This design comes from an exercise in tuning for small area on the open sky130 flow, not from production work. Where RTL was checked, it was by simulation tests only, not by an equivalence proof against the original. The clock port is modelled as an ideal driver; clocking choices that lean on that would not hold on a real chip.

==> xenon: inputs <==
==> flow/design.v (excerpt) <==
module apb_uart #(
    parameter SYSTEM_FREQUENCY = 50_000_000,
    parameter SAMPLING_RATE = 16
)(
    input pclk,
    input preset_n,
    input psel,
    input penable,
    input pwrite,
    input[11:0] paddr,
    input[3:0] pstrb,
    input[31:0] pwdata,
    output pready,
    output pslverr,
    output[31:0] prdata,
    output irq,
    output logic baud_o,
    output logic tick_rx,
    input cts_n,
    input rx,
    output tx,
    output rts_n
);
    localparam logic [11:0] ADDR_TDR = 12'h000;
    localparam logic [11:0] ADDR_RDR = 12'h004;
    localparam logic [11:0] ADDR_LCR = 12'h008;
    localparam logic [11:0] ADDR_OCR = 12'h00C;
    localparam logic [11:0] ADDR_LSR = 12'h010;
    localparam logic [11:0] ADDR_FCR = 12'h014;
    localparam logic [11:0] ADDR_IER = 12'h018;
    localparam logic [11:0] ADDR_IIR = 12'h01C;
    localparam logic [11:0] ADDR_HCR = 12'h020;
    logic psel_d, penable_d;
    always_ff @(posedge pclk or negedge preset_n) begin
        if (~preset_n) begin
            psel_d <= 0;
            penable_d <= 0;
        end else begin
            psel_d <= psel;
            penable_d <= penable;
        end
    end
    logic [1:0] apb_st;
  ...
Settings: LEC_CHECK=0, CAP_MARGIN=20, CORE_MARGIN=2, CORE_UTILIZATION=70, SLEW_MARGIN=20, SYNTH_HIERARCHICAL=1; clock period 20.0 ns.
standard.sh (not shown) runs the stock make flow with config.mk's settings and CLKGATE_MAP_FILE= SYNTH_SCRIPT=/design/flow/synth_recipe.tcl, a recipe that flattens the netlist after the stock synthesis.
==> flow/flow/run.sh <==
#!/bin/bash
# Standard ORFS layout (the standard.sh) with two changes:
#  - ports are buffered with the smallest buffer instead of clkdlybuf4s50_1;
#  - clock tree: clkbuf_16 leaf clusters and no dummy loads.
# Every tool's output is written to a log file in this folder.
set -euo pipefail
export BUFFER_PORTS_ARGS="-buffer_cell sky130_fd_sc_hd__buf_1"
export CTS_ARGS="-sink_clustering_enable -repair_clock_nets -buf_list sky130_fd_sc_hd__clkbuf_16 -sink_clustering_size 30 -sink_clustering_max_diameter 100 -dont_use_dummy_load"
bash standard.sh > flow_make.log 2>&1
==> umber: changes against xenon <==
--- a/flow/design.v
+++ b/flow/design.v
@@ -237,23 +237,23 @@
         if (~preset_n) cpu_write_tdr_d <= 1'b0;
         else cpu_write_tdr_d <= cpu_write_tdr;
     end
     always_ff @(posedge pclk) begin
         if (~preset_n) begin
             write_data_d1 <= 1'b0;
             write_data_d2 <= 1'b0;
-            cts_s1 <= 1'b0;
-            cts_sync <= 1'b0;
         end else begin
             write_data_d1 <= cpu_write_tdr_d;
             write_data_d2 <= write_data_d1;
-            cts_s1 <= cts_n;
-            cts_sync <= cts_s1;
         end
     end
+    always_ff @(posedge pclk) begin
+        cts_s1 <= cts_n;
+        cts_sync <= cts_s1;
+    end
     wire cts_eff = hcr[0] ? cts_sync : 1'b0;
     logic [7:0] txf_mem [0:15];
     logic [3:0] txf_rd, txf_wr;
     logic [4:0] txf_cnt;
     wire fifo_tx_empty = (txf_cnt == 5'd0);
     wire fifo_tx_full  = (txf_cnt == 5'd16);
     wire tx_finish;
@@ -279,44 +279,34 @@
         if (preset_n & ~fcr[2] & txf_push & ~fifo_tx_full)
             txf_mem[txf_wr] <= tdr[7:0];
     end
     logic tx_busy, tx_busy_d, tx_busy_pulse;
     wire [7:0] tx_data_mux = fcr[0] ? txf_mem[txf_rd] : tdr[7:0];
     wire start_tx = fcr[0] ? (ocr[1] | (~fifo_tx_empty & tx_busy_pulse)) : ocr[1];
     always_ff @(posedge pclk) begin
-        if (~preset_n) begin
-            tx_busy_d <= 1'b0;
-            tx_busy_pulse <= 1'b0;
-            tx_busy <= 1'b0;
-        end else begin
-            tx_busy_d <= tx_busy;
-            tx_busy_pulse <= ~tx_busy & tx_busy_d;
-            if (tx_finish) tx_busy <= 1'b0;
-            else if (start_tx & ocr[0]) tx_busy <= 1'b1;
-        end
+        if (~preset_n) tx_busy <= 1'b0;
+        else if (tx_finish) tx_busy <= 1'b0;
+        else if (start_tx & ocr[0]) tx_busy <= 1'b1;
+        tx_busy_d <= tx_busy;
+        tx_busy_pulse <= ~tx_busy & tx_busy_d;
     end
     logic [7:0] tx_data;
     always_comb begin
         case (lcr[1:0])
             2'b00: tx_data = {3'b111, tx_data_mux[4:0]};
             2'b01: tx_data = {2'b11, tx_data_mux[5:0]};
             2'b10: tx_data = {1'b1, tx_data_mux[6:0]};
             default: tx_data = tx_data_mux;
         endcase
     end
     logic [7:0] sampled_data;
     logic tick_d;
     always_ff @(posedge pclk) begin
-        if (~preset_n) begin
-            sampled_data <= 8'd0;
-            tick_d <= 1'b0;
-        end else begin
-            sampled_data <= tx_data;
-            tick_d <= baud_o;
-        end
+        sampled_data <= tx_data;
+        tick_d <= baud_o;
     end
     logic [2:0] tx_st;
     localparam logic [2:0] T_IDLE = 3'd0, T_CTS = 3'd1, T_WAIT = 3'd2, T_START = 3'd3,
                            T_DATA = 3'd4, T_PARITY = 3'd5, T_STOP = 3'd6, T_FINISH = 3'd7;
     wire trans_en = (tx_st == T_START) | (tx_st == T_DATA) | (tx_st == T_PARITY) | (tx_st == T_STOP);
     assign tx_finish = (tx_st == T_FINISH);
     wire shift_en = trans_en & baud_o;
@@ -339,23 +329,15 @@
     wire trans_data_fi = (cnt_tx == ds_d + 4'd1);
     wire trans_stop_fi = (cnt_tx == tx_total_d);
     wire load_d0 = (cnt_tx == 4'd0) | (lcr[3] & ~parity_bit & trans_data_fi);
     wire load_en = (cnt_tx == 4'd1);
     logic load_d0_s, load_en_s, trans_data_fi_s, trans_stop_fi_s;
     logic start_tx_d, start_en_d, start_en_d1;
     always_ff @(posedge pclk) begin
-        if (~preset_n) begin
-            load_d0_s <= 1'b0;
-            load_en_s <= 1'b0;
-            trans_data_fi_s <= 1'b0;
-            trans_stop_fi_s <= 1'b0;
-            start_tx_d <= 1'b0;
-            start_en_d <= 1'b0;
-            start_en_d1 <= 1'b0;
-        end else begin
+        begin
             load_d0_s <= load_d0;
             load_en_s <= load_en;
             trans_data_fi_s <= trans_data_fi;
             trans_stop_fi_s <= trans_stop_fi;
             start_tx_d <= start_tx;
             start_en_d <= start_tx_d & ~start_tx;
             start_en_d1 <= start_en_d;
@@ -385,19 +367,15 @@
             piso[7:1] <= load_en_s ? sampled_data[7:1] : {1'b1, piso[7:2]};
             piso[0] <= load_d0_s ? 1'b0 : (load_en_s ? sampled_data[0] : piso[1]);
         end
     end
     assign tx = piso[0];
     logic rx_s1, rx_sync, rx_d1;
     always_ff @(posedge pclk) begin
-        if (~preset_n) begin
-            rx_s1 <= 1'b0;
-            rx_sync <= 1'b0;
-            rx_d1 <= 1'b0;
-        end else begin
+        begin
             rx_s1 <= rx;
             rx_sync <= rx_s1;
             rx_d1 <= rx_sync;
         end
     end
     wire start_bit_detected = rx_d1 & ~rx_sync;
     logic [3:0] clk_div;
@@ -539,22 +517,21 @@
     wire [7:0] msg = fcr[0] ? rxf_out : receiver_data;
     wire data_valid = fcr[0] ? ((fifo_rx_empty & rx_valid) | (~fifo_rx_empty & negedge_rx_pop)) : rx_valid;
     always_ff @(posedge pclk) begin
         if (~preset_n) begin
             fifo_rx_pop_d <= 1'b0;
             data_valid_d <= 1'b0;
             data_o_valid <= 1'b0;
-            data_received <= 8'd0;
         end else begin
             fifo_rx_pop_d <= fifo_rx_pop;
             data_valid_d <= data_valid;
             data_o_valid <= data_valid_d;
-            if (data_valid_d) data_received <= msg;
         end
     end
+    always_ff @(posedge pclk) if (data_valid_d) data_received <= msg;
     wire lsr1_set = (~fcr[0] & ~rdr_empty) | (fcr[0] & ~fifo_rx_empty);
     wire lsr4_set = (~fcr[0] & tdr_empty) | (fcr[0] & fifo_tx_empty);
     wire lsr5_set = fcr[0] & parity_err & stop_bit_err;
     wire lsr6_set = (~fcr[0] & ~rdr_empty & data_o_valid) | fifo_rx_overrun;
     wire lsr0_reset = cpu_read_lsr & ~prdata_prev[0] & prdata_r[0];
     wire lsr1_reset = (~fcr[0] & rdr_empty) | (fcr[0] & fifo_rx_empty);
     wire lsr2_reset = cpu_read_lsr & ~prdata_prev[2] & prdata_r[2];
==> flow/flow/run.sh (replaced) <==
#!/bin/bash
# The standard ORFS layout (standard.sh) with three changes:
#  - synthesis maps the logic with an area-oriented ABC script (flow/area.abc)
#    instead of ORFS's speed script; everything else in synthesis, including
#    the flip-flop mapping and register names, is ORFS's own synth.tcl;
#  - ports are buffered with the smallest buffer instead of clkdlybuf4s50_1;
#  - clock tree: clkbuf_16 leaf clusters and no dummy loads.
# Each tool's output goes to a log file in this folder (and ORFS's own logs).
set -euo pipefail
here=$(pwd)
# ORFS synth.tcl, with the logic-mapping ABC call pointed at our script
sed 's|^\(\s*\)log_cmd abc {\*}\$abc_args|\1lset abc_args 1 '"$here"'/flow/area.abc\n\1log_cmd abc {*}$abc_args|' \
  "$FLOW_HOME/scripts/synth.tcl" > "$here/synth_area.tcl"
grep -q "flow/area.abc" "$here/synth_area.tcl"
sed 's|source \$::env(SCRIPTS_DIR)/synth.tcl|source '"$here"'/synth_area.tcl|' synth_recipe.tcl > "$here/synth_recipe_area.tcl"
grep -q "synth_area.tcl" "$here/synth_recipe_area.tcl"
sed 's|SYNTH_SCRIPT=[^ ]*|SYNTH_SCRIPT='"$here"'/synth_recipe_area.tcl|' standard.sh > "$here/standard_area.sh"
grep -q "synth_recipe_area.tcl" "$here/standard_area.sh"
export BUFFER_PORTS_ARGS="-buffer_cell sky130_fd_sc_hd__buf_1"
export CTS_ARGS="-sink_clustering_enable -repair_clock_nets -buf_list sky130_fd_sc_hd__clkbuf_16 -sink_clustering_size 30 -sink_clustering_max_diameter 100 -dont_use_dummy_load"
bash "$here/standard_area.sh" > flow_make.log 2>&1
==> flow/flow/area.abc (new file) <==
&get -n
&st
&dch -f
&nf -R 1000
&put
==> delta: changes against xenon <==
--- a/flow/design.v
+++ b/flow/design.v
@@ -237,23 +237,23 @@
         if (~preset_n) cpu_write_tdr_d <= 1'b0;
         else cpu_write_tdr_d <= cpu_write_tdr;
     end
     always_ff @(posedge pclk) begin
         if (~preset_n) begin
             write_data_d1 <= 1'b0;
             write_data_d2 <= 1'b0;
-            cts_s1 <= 1'b0;
-            cts_sync <= 1'b0;
         end else begin
             write_data_d1 <= cpu_write_tdr_d;
             write_data_d2 <= write_data_d1;
-            cts_s1 <= cts_n;
-            cts_sync <= cts_s1;
         end
     end
+    always_ff @(posedge pclk) begin
+        cts_s1 <= cts_n;
+        cts_sync <= cts_s1;
+    end
     wire cts_eff = hcr[0] ? cts_sync : 1'b0;
     logic [7:0] txf_mem [0:15];
     logic [3:0] txf_rd, txf_wr;
     logic [4:0] txf_cnt;
     wire fifo_tx_empty = (txf_cnt == 5'd0);
     wire fifo_tx_full  = (txf_cnt == 5'd16);
     wire tx_finish;
@@ -276,47 +276,42 @@
         end
     end
     always_ff @(posedge pclk) begin
         if (preset_n & ~fcr[2] & txf_push & ~fifo_tx_full)
             txf_mem[txf_wr] <= tdr[7:0];
     end
     logic tx_busy, tx_busy_d, tx_busy_pulse;
-    wire [7:0] tx_data_mux = fcr[0] ? txf_mem[txf_rd] : tdr[7:0];
+    logic [7:0] txf_out;
+    always_comb begin
+        txf_out = 8'd0;
+        for (int i = 0; i < 16; i++) txf_out = txf_out | (txf_mem[i] & {8{txf_rd == 4'(i)}});
+    end
+    wire [7:0] tx_data_mux = fcr[0] ? txf_out : tdr[7:0];
     wire start_tx = fcr[0] ? (ocr[1] | (~fifo_tx_empty & tx_busy_pulse)) : ocr[1];
     always_ff @(posedge pclk) begin
-        if (~preset_n) begin
-            tx_busy_d <= 1'b0;
-            tx_busy_pulse <= 1'b0;
-            tx_busy <= 1'b0;
-        end else begin
-            tx_busy_d <= tx_busy;
-            tx_busy_pulse <= ~tx_busy & tx_busy_d;
-            if (tx_finish) tx_busy <= 1'b0;
-            else if (start_tx & ocr[0]) tx_busy <= 1'b1;
-        end
+        if (~preset_n) tx_busy <= 1'b0;
+        else if (tx_finish) tx_busy <= 1'b0;
+        else if (start_tx & ocr[0]) tx_busy <= 1'b1;
+        tx_busy_d <= tx_busy;
+        tx_busy_pulse <= ~tx_busy & tx_busy_d;
     end
     logic [7:0] tx_data;
     always_comb begin
         case (lcr[1:0])
             2'b00: tx_data = {3'b111, tx_data_mux[4:0]};
             2'b01: tx_data = {2'b11, tx_data_mux[5:0]};
             2'b10: tx_data = {1'b1, tx_data_mux[6:0]};
             default: tx_data = tx_data_mux;
         endcase
     end
     logic [7:0] sampled_data;
     logic tick_d;
     always_ff @(posedge pclk) begin
-        if (~preset_n) begin
-            sampled_data <= 8'd0;
-            tick_d <= 1'b0;
-        end else begin
-            sampled_data <= tx_data;
-            tick_d <= baud_o;
-        end
+        sampled_data <= tx_data;
+        tick_d <= baud_o;
     end
     logic [2:0] tx_st;
     localparam logic [2:0] T_IDLE = 3'd0, T_CTS = 3'd1, T_WAIT = 3'd2, T_START = 3'd3,
                            T_DATA = 3'd4, T_PARITY = 3'd5, T_STOP = 3'd6, T_FINISH = 3'd7;
     wire trans_en = (tx_st == T_START) | (tx_st == T_DATA) | (tx_st == T_PARITY) | (tx_st == T_STOP);
     assign tx_finish = (tx_st == T_FINISH);
     wire shift_en = trans_en & baud_o;
@@ -339,23 +334,15 @@
     wire trans_data_fi = (cnt_tx == ds_d + 4'd1);
     wire trans_stop_fi = (cnt_tx == tx_total_d);
     wire load_d0 = (cnt_tx == 4'd0) | (lcr[3] & ~parity_bit & trans_data_fi);
     wire load_en = (cnt_tx == 4'd1);
     logic load_d0_s, load_en_s, trans_data_fi_s, trans_stop_fi_s;
     logic start_tx_d, start_en_d, start_en_d1;
     always_ff @(posedge pclk) begin
-        if (~preset_n) begin
-            load_d0_s <= 1'b0;
-            load_en_s <= 1'b0;
-            trans_data_fi_s <= 1'b0;
-            trans_stop_fi_s <= 1'b0;
-            start_tx_d <= 1'b0;
-            start_en_d <= 1'b0;
-            start_en_d1 <= 1'b0;
-        end else begin
+        begin
             load_d0_s <= load_d0;
             load_en_s <= load_en;
             trans_data_fi_s <= trans_data_fi;
             trans_stop_fi_s <= trans_stop_fi;
             start_tx_d <= start_tx;
             start_en_d <= start_tx_d & ~start_tx;
             start_en_d1 <= start_en_d;
@@ -385,19 +372,15 @@
             piso[7:1] <= load_en_s ? sampled_data[7:1] : {1'b1, piso[7:2]};
             piso[0] <= load_d0_s ? 1'b0 : (load_en_s ? sampled_data[0] : piso[1]);
         end
     end
     assign tx = piso[0];
     logic rx_s1, rx_sync, rx_d1;
     always_ff @(posedge pclk) begin
-        if (~preset_n) begin
-            rx_s1 <= 1'b0;
-            rx_sync <= 1'b0;
-            rx_d1 <= 1'b0;
-        end else begin
+        begin
             rx_s1 <= rx;
             rx_sync <= rx_s1;
             rx_d1 <= rx_sync;
         end
     end
     wire start_bit_detected = rx_d1 & ~rx_sync;
     logic [3:0] clk_div;
@@ -512,15 +495,19 @@
             end
         end
     end
     always_ff @(posedge pclk) begin
         if (preset_n & ~fcr[1] & rxf_push & ~fifo_rx_full)
             rxf_mem[rxf_wr] <= receiver_data;
     end
-    wire [7:0] rxf_out = rxf_mem[rxf_rd];
+    logic [7:0] rxf_out;
+    always_comb begin
+        rxf_out = 8'd0;
+        for (int i = 0; i < 16; i++) rxf_out = rxf_out | (rxf_mem[i] & {8{rxf_rd == 4'(i)}});
+    end
     wire trigger_lt_14 = ~(fcr[3] & fcr[4]);
     logic rdr_empty;
     logic rts_r;
     assign rts_n = rts_r;
     always_ff @(posedge pclk) begin
         if (~preset_n) rts_r <= 1'b0;
         else if (hcr[0]) begin
@@ -539,22 +526,21 @@
     wire [7:0] msg = fcr[0] ? rxf_out : receiver_data;
     wire data_valid = fcr[0] ? ((fifo_rx_empty & rx_valid) | (~fifo_rx_empty & negedge_rx_pop)) : rx_valid;
     always_ff @(posedge pclk) begin
         if (~preset_n) begin
             fifo_rx_pop_d <= 1'b0;
             data_valid_d <= 1'b0;
             data_o_valid <= 1'b0;
-            data_received <= 8'd0;
         end else begin
             fifo_rx_pop_d <= fifo_rx_pop;
             data_valid_d <= data_valid;
             data_o_valid <= data_valid_d;
-            if (data_valid_d) data_received <= msg;
         end
     end
+    always_ff @(posedge pclk) if (data_valid_d) data_received <= msg;
     wire lsr1_set = (~fcr[0] & ~rdr_empty) | (fcr[0] & ~fifo_rx_empty);
     wire lsr4_set = (~fcr[0] & tdr_empty) | (fcr[0] & fifo_tx_empty);
     wire lsr5_set = fcr[0] & parity_err & stop_bit_err;
     wire lsr6_set = (~fcr[0] & ~rdr_empty & data_o_valid) | fifo_rx_overrun;
     wire lsr0_reset = cpu_read_lsr & ~prdata_prev[0] & prdata_r[0];
     wire lsr1_reset = (~fcr[0] & rdr_empty) | (fcr[0] & fifo_rx_empty);
     wire lsr2_reset = cpu_read_lsr & ~prdata_prev[2] & prdata_r[2];
==> flow/flow/run.sh (replaced) <==
#!/bin/bash
# The standard ORFS layout (standard.sh) with these changes:
#  - synthesis maps the logic with an area-oriented ABC script (flow/area.abc)
#    instead of ORFS's speed script, without the weakest (_0) gate variants;
#    everything else in synthesis, including the flip-flop mapping and
#    register names, is ORFS's own synth.tcl;
#  - ports are buffered with the smallest buffer instead of clkdlybuf4s50_1;
#  - clock tree: clkbuf_16 leaf clusters and no dummy loads;
#  - if the routed layout still has an antenna violation, routing is redone
#    with more antenna repair iterations, and if that does not clear it,
#    placement onwards is redone at a slightly lower utilisation.
# Each tool's output goes to a log file in this folder (and ORFS's own logs).
set -euo pipefail
here=$(pwd)
# ORFS synth.tcl, with the logic-mapping ABC call pointed at our script
# The weakest (_0) variants of a few gates have the same area as the _1
# variants; mapping to the _1 variants leaves fewer nets for the resizer to
# buffer.
weak="sky130_fd_sc_hd__o21ai_0 sky130_fd_sc_hd__a21boi_0 sky130_fd_sc_hd__and2_0 sky130_fd_sc_hd__o311ai_0 sky130_fd_sc_hd__or2_0"
sed 's|^\(\s*\)log_cmd abc {\*}\$abc_args|\1lset abc_args 1 '"$here"'/flow/area.abc\n\1foreach c {'"$weak"'} { lappend abc_args -dont_use $c }\n\1log_cmd abc {*}$abc_args|' \
  "$FLOW_HOME/scripts/synth.tcl" > "$here/synth_area.tcl"
grep -q "flow/area.abc" "$here/synth_area.tcl"
sed 's|source \$::env(SCRIPTS_DIR)/synth.tcl|source '"$here"'/synth_area.tcl|' synth_recipe.tcl > "$here/synth_recipe_area.tcl"
grep -q "synth_area.tcl" "$here/synth_recipe_area.tcl"
sed 's|SYNTH_SCRIPT=[^ ]*|SYNTH_SCRIPT='"$here"'/synth_recipe_area.tcl|' standard.sh > "$here/standard_area.sh"
grep -q "synth_recipe_area.tcl" "$here/standard_area.sh"
export BUFFER_PORTS_ARGS="-buffer_cell sky130_fd_sc_hd__buf_1"
export CTS_ARGS="-sink_clustering_enable -repair_clock_nets -buf_list sky130_fd_sc_hd__clkbuf_16 -sink_clustering_size 30 -sink_clustering_max_diameter 100 -dont_use_dummy_load"

results=$(sed -n 's|^if \[\[ -f \(.*\)/6_final.odb \]\]; then$|\1|p' standard.sh)

antennas() { # number of antenna violations in the final layout ($1: log name)
  printf 'read_db %s\nputs "ANTENNA_VIOLATIONS [check_antennas]"\n' "$results/6_final.odb" > "$here/antennas.tcl"
  openroad -no_init -exit "$here/antennas.tcl" > "$here/antennas_$1.log" 2>&1 || true
  sed -n 's/^ANTENNA_VIOLATIONS \([0-9]*\)$/\1/p' "$here/antennas_$1.log" | tail -1
}

bash "$here/standard_area.sh" > flow_make.log 2>&1
n=$(antennas 1)
if [[ "$n" != "0" ]]; then
  bash "$here/standard_area.sh" clean_route clean_finish > flow_make_clean2.log 2>&1
  bash "$here/standard_area.sh" MAX_REPAIR_ANTENNAS_ITER_GRT=10 MAX_REPAIR_ANTENNAS_ITER_DRT=15 finish \
    > flow_make_2.log 2>&1
  n=$(antennas 2)
fi
if [[ "$n" != "0" ]]; then
  bash "$here/standard_area.sh" clean_floorplan clean_place clean_cts clean_route clean_finish \
    > flow_make_clean3.log 2>&1
  bash "$here/standard_area.sh" CORE_UTILIZATION=65 MAX_REPAIR_ANTENNAS_ITER_GRT=10 \
    MAX_REPAIR_ANTENNAS_ITER_DRT=15 finish > flow_make_3.log 2>&1
  antennas 3 > /dev/null
fi
==> flow/flow/area.abc (new file) <==
&get -n
&st
&dc2
&dch -f
&nf -R 1000
&put
==> pepper: changes against xenon <==
--- a/flow/design.v
+++ b/flow/design.v
@@ -237,23 +237,23 @@
         if (~preset_n) cpu_write_tdr_d <= 1'b0;
         else cpu_write_tdr_d <= cpu_write_tdr;
     end
     always_ff @(posedge pclk) begin
         if (~preset_n) begin
             write_data_d1 <= 1'b0;
             write_data_d2 <= 1'b0;
-            cts_s1 <= 1'b0;
-            cts_sync <= 1'b0;
         end else begin
             write_data_d1 <= cpu_write_tdr_d;
             write_data_d2 <= write_data_d1;
-            cts_s1 <= cts_n;
-            cts_sync <= cts_s1;
         end
     end
+    always_ff @(posedge pclk) begin
+        cts_s1 <= cts_n;
+        cts_sync <= cts_s1;
+    end
     wire cts_eff = hcr[0] ? cts_sync : 1'b0;
     logic [7:0] txf_mem [0:15];
     logic [3:0] txf_rd, txf_wr;
     logic [4:0] txf_cnt;
     wire fifo_tx_empty = (txf_cnt == 5'd0);
     wire fifo_tx_full  = (txf_cnt == 5'd16);
     wire tx_finish;
@@ -279,44 +279,34 @@
         if (preset_n & ~fcr[2] & txf_push & ~fifo_tx_full)
             txf_mem[txf_wr] <= tdr[7:0];
     end
     logic tx_busy, tx_busy_d, tx_busy_pulse;
     wire [7:0] tx_data_mux = fcr[0] ? txf_mem[txf_rd] : tdr[7:0];
     wire start_tx = fcr[0] ? (ocr[1] | (~fifo_tx_empty & tx_busy_pulse)) : ocr[1];
     always_ff @(posedge pclk) begin
-        if (~preset_n) begin
-            tx_busy_d <= 1'b0;
-            tx_busy_pulse <= 1'b0;
-            tx_busy <= 1'b0;
-        end else begin
-            tx_busy_d <= tx_busy;
-            tx_busy_pulse <= ~tx_busy & tx_busy_d;
-            if (tx_finish) tx_busy <= 1'b0;
-            else if (start_tx & ocr[0]) tx_busy <= 1'b1;
-        end
+        if (~preset_n) tx_busy <= 1'b0;
+        else if (tx_finish) tx_busy <= 1'b0;
+        else if (start_tx & ocr[0]) tx_busy <= 1'b1;
+        tx_busy_d <= tx_busy;
+        tx_busy_pulse <= ~tx_busy & tx_busy_d;
     end
     logic [7:0] tx_data;
     always_comb begin
         case (lcr[1:0])
             2'b00: tx_data = {3'b111, tx_data_mux[4:0]};
             2'b01: tx_data = {2'b11, tx_data_mux[5:0]};
             2'b10: tx_data = {1'b1, tx_data_mux[6:0]};
             default: tx_data = tx_data_mux;
         endcase
     end
     logic [7:0] sampled_data;
     logic tick_d;
     always_ff @(posedge pclk) begin
-        if (~preset_n) begin
-            sampled_data <= 8'd0;
-            tick_d <= 1'b0;
-        end else begin
-            sampled_data <= tx_data;
-            tick_d <= baud_o;
-        end
+        sampled_data <= tx_data;
+        tick_d <= baud_o;
     end
     logic [2:0] tx_st;
     localparam logic [2:0] T_IDLE = 3'd0, T_CTS = 3'd1, T_WAIT = 3'd2, T_START = 3'd3,
                            T_DATA = 3'd4, T_PARITY = 3'd5, T_STOP = 3'd6, T_FINISH = 3'd7;
     wire trans_en = (tx_st == T_START) | (tx_st == T_DATA) | (tx_st == T_PARITY) | (tx_st == T_STOP);
     assign tx_finish = (tx_st == T_FINISH);
     wire shift_en = trans_en & baud_o;
@@ -339,23 +329,15 @@
     wire trans_data_fi = (cnt_tx == ds_d + 4'd1);
     wire trans_stop_fi = (cnt_tx == tx_total_d);
     wire load_d0 = (cnt_tx == 4'd0) | (lcr[3] & ~parity_bit & trans_data_fi);
     wire load_en = (cnt_tx == 4'd1);
     logic load_d0_s, load_en_s, trans_data_fi_s, trans_stop_fi_s;
     logic start_tx_d, start_en_d, start_en_d1;
     always_ff @(posedge pclk) begin
-        if (~preset_n) begin
-            load_d0_s <= 1'b0;
-            load_en_s <= 1'b0;
-            trans_data_fi_s <= 1'b0;
-            trans_stop_fi_s <= 1'b0;
-            start_tx_d <= 1'b0;
-            start_en_d <= 1'b0;
-            start_en_d1 <= 1'b0;
-        end else begin
+        begin
             load_d0_s <= load_d0;
             load_en_s <= load_en;
             trans_data_fi_s <= trans_data_fi;
             trans_stop_fi_s <= trans_stop_fi;
             start_tx_d <= start_tx;
             start_en_d <= start_tx_d & ~start_tx;
             start_en_d1 <= start_en_d;
@@ -385,19 +367,15 @@
             piso[7:1] <= load_en_s ? sampled_data[7:1] : {1'b1, piso[7:2]};
             piso[0] <= load_d0_s ? 1'b0 : (load_en_s ? sampled_data[0] : piso[1]);
         end
     end
     assign tx = piso[0];
     logic rx_s1, rx_sync, rx_d1;
     always_ff @(posedge pclk) begin
-        if (~preset_n) begin
-            rx_s1 <= 1'b0;
-            rx_sync <= 1'b0;
-            rx_d1 <= 1'b0;
-        end else begin
+        begin
             rx_s1 <= rx;
             rx_sync <= rx_s1;
             rx_d1 <= rx_sync;
         end
     end
     wire start_bit_detected = rx_d1 & ~rx_sync;
     logic [3:0] clk_div;
@@ -539,22 +517,21 @@
     wire [7:0] msg = fcr[0] ? rxf_out : receiver_data;
     wire data_valid = fcr[0] ? ((fifo_rx_empty & rx_valid) | (~fifo_rx_empty & negedge_rx_pop)) : rx_valid;
     always_ff @(posedge pclk) begin
         if (~preset_n) begin
             fifo_rx_pop_d <= 1'b0;
             data_valid_d <= 1'b0;
             data_o_valid <= 1'b0;
-            data_received <= 8'd0;
         end else begin
             fifo_rx_pop_d <= fifo_rx_pop;
             data_valid_d <= data_valid;
             data_o_valid <= data_valid_d;
-            if (data_valid_d) data_received <= msg;
         end
     end
+    always_ff @(posedge pclk) if (data_valid_d) data_received <= msg;
     wire lsr1_set = (~fcr[0] & ~rdr_empty) | (fcr[0] & ~fifo_rx_empty);
     wire lsr4_set = (~fcr[0] & tdr_empty) | (fcr[0] & fifo_tx_empty);
     wire lsr5_set = fcr[0] & parity_err & stop_bit_err;
     wire lsr6_set = (~fcr[0] & ~rdr_empty & data_o_valid) | fifo_rx_overrun;
     wire lsr0_reset = cpu_read_lsr & ~prdata_prev[0] & prdata_r[0];
     wire lsr1_reset = (~fcr[0] & rdr_empty) | (fcr[0] & fifo_rx_empty);
     wire lsr2_reset = cpu_read_lsr & ~prdata_prev[2] & prdata_r[2];
==> impl_metrics.env <==
export IMPL_synthArstFlopShare_pct=3.609
export IMPL_synth_adder_area_share_pct=2.065
export IMPL_place_inst=2298
export IMPL_status="timing/DRC/antenna clean"
export IMPL_stdcell_count=2324
export IMPL_cts_sinks=665
export IMPL_wl_met3_mm=3.098
The numbers above come from pepper.

==> impl_metrics.env <==
export IMPL_wl_met1_mm=24.04
export IMPL_synth_top_cells_by_count="edfxtp_1 (479), dfxtp_1 (162), nor2_1 (110)"
export IMPL_place_inst=2370
export IMPL_grt_util_met3_pct=2.808
export IMPL_stdcell_count=2396
export IMPL_synth_adder_area_share_pct=1.969
export IMPL_wl_met3_mm=3.261
export IMPL_top_layer_used="met4"
export IMPL_rr_worst_depth=9
export IMPL_clkPwrFrac_pct=27.0
export IMPL_cts_sinks=665
export IMPL_status="timing/DRC/antenna clean"
The numbers above come from xenon.

==> impl_metrics.env <==
export IMPL_synthArstFlopShare_pct=3.653
export IMPL_stdcell_count=2369
export IMPL_yosys_area_share_simple_pct=10.61
export IMPL_cts_sinks=657
export IMPL_status="timing/DRC/antenna clean"
export IMPL_wl_met3_mm=5.888
export IMPL_place_inst=2344
export IMPL_critPathLaunch="paddr[9]"
export IMPL_synth_adder_area_share_pct=2.481
The numbers above come from delta.

==> impl_metrics.env <==
export IMPL_place_inst=2235
export IMPL_failed_checks="antenna rules"
export IMPL_synthArstFlopShare_pct=3.609
export IMPL_final_antenna_net_count=1
export IMPL_synth_adder_area_share_pct=2.140
export IMPL_stdcell_count=2266
export IMPL_status="complete, but fails checks"
The numbers above come from umber.

For xenon, only the layout was checked, not whether the RTL still works.

[what the ideal ports hide]
The flow's constraints put no driver on any port. The routed layouts listed below were extracted and timed again, unchanged, in two steps.
Step 1 sets driving cells, clkbuf_16 on the clock port and buf_2 on the other inputs (assumed; they add their load-dependent delay and slew).
Step 2, shift: input delay + t, output delay - t, t = (earliest + latest rising clock arrival at the registers) / 2. This alone moves slack from input paths to output paths.
Slacks: ideal ports / drivers / drivers and shift; pairs: ideal ports / drivers.
run | shift t [ns] | slack for setup (ns) | worst hold slack (ns)
xenon | 0.626 | 10.089 / 10.066 / 10.066 | 0.416 / 0.416 / 0.416
umber | 0.612 | 10.072 / 10.050 / 10.050 | 0.339 / 0.339 / 0.339
delta | 0.641 | 10.401 / 10.380 / 10.380 | 0.332 / 0.332 / 0.332
pepper | 0.637 | 10.210 / 10.188 / 10.188 | 0.337 / 0.337 / 0.337
The setup slack of xenon, which loses most, moves by -0.023 ns with the drivers and by -0.023 ns with both steps.
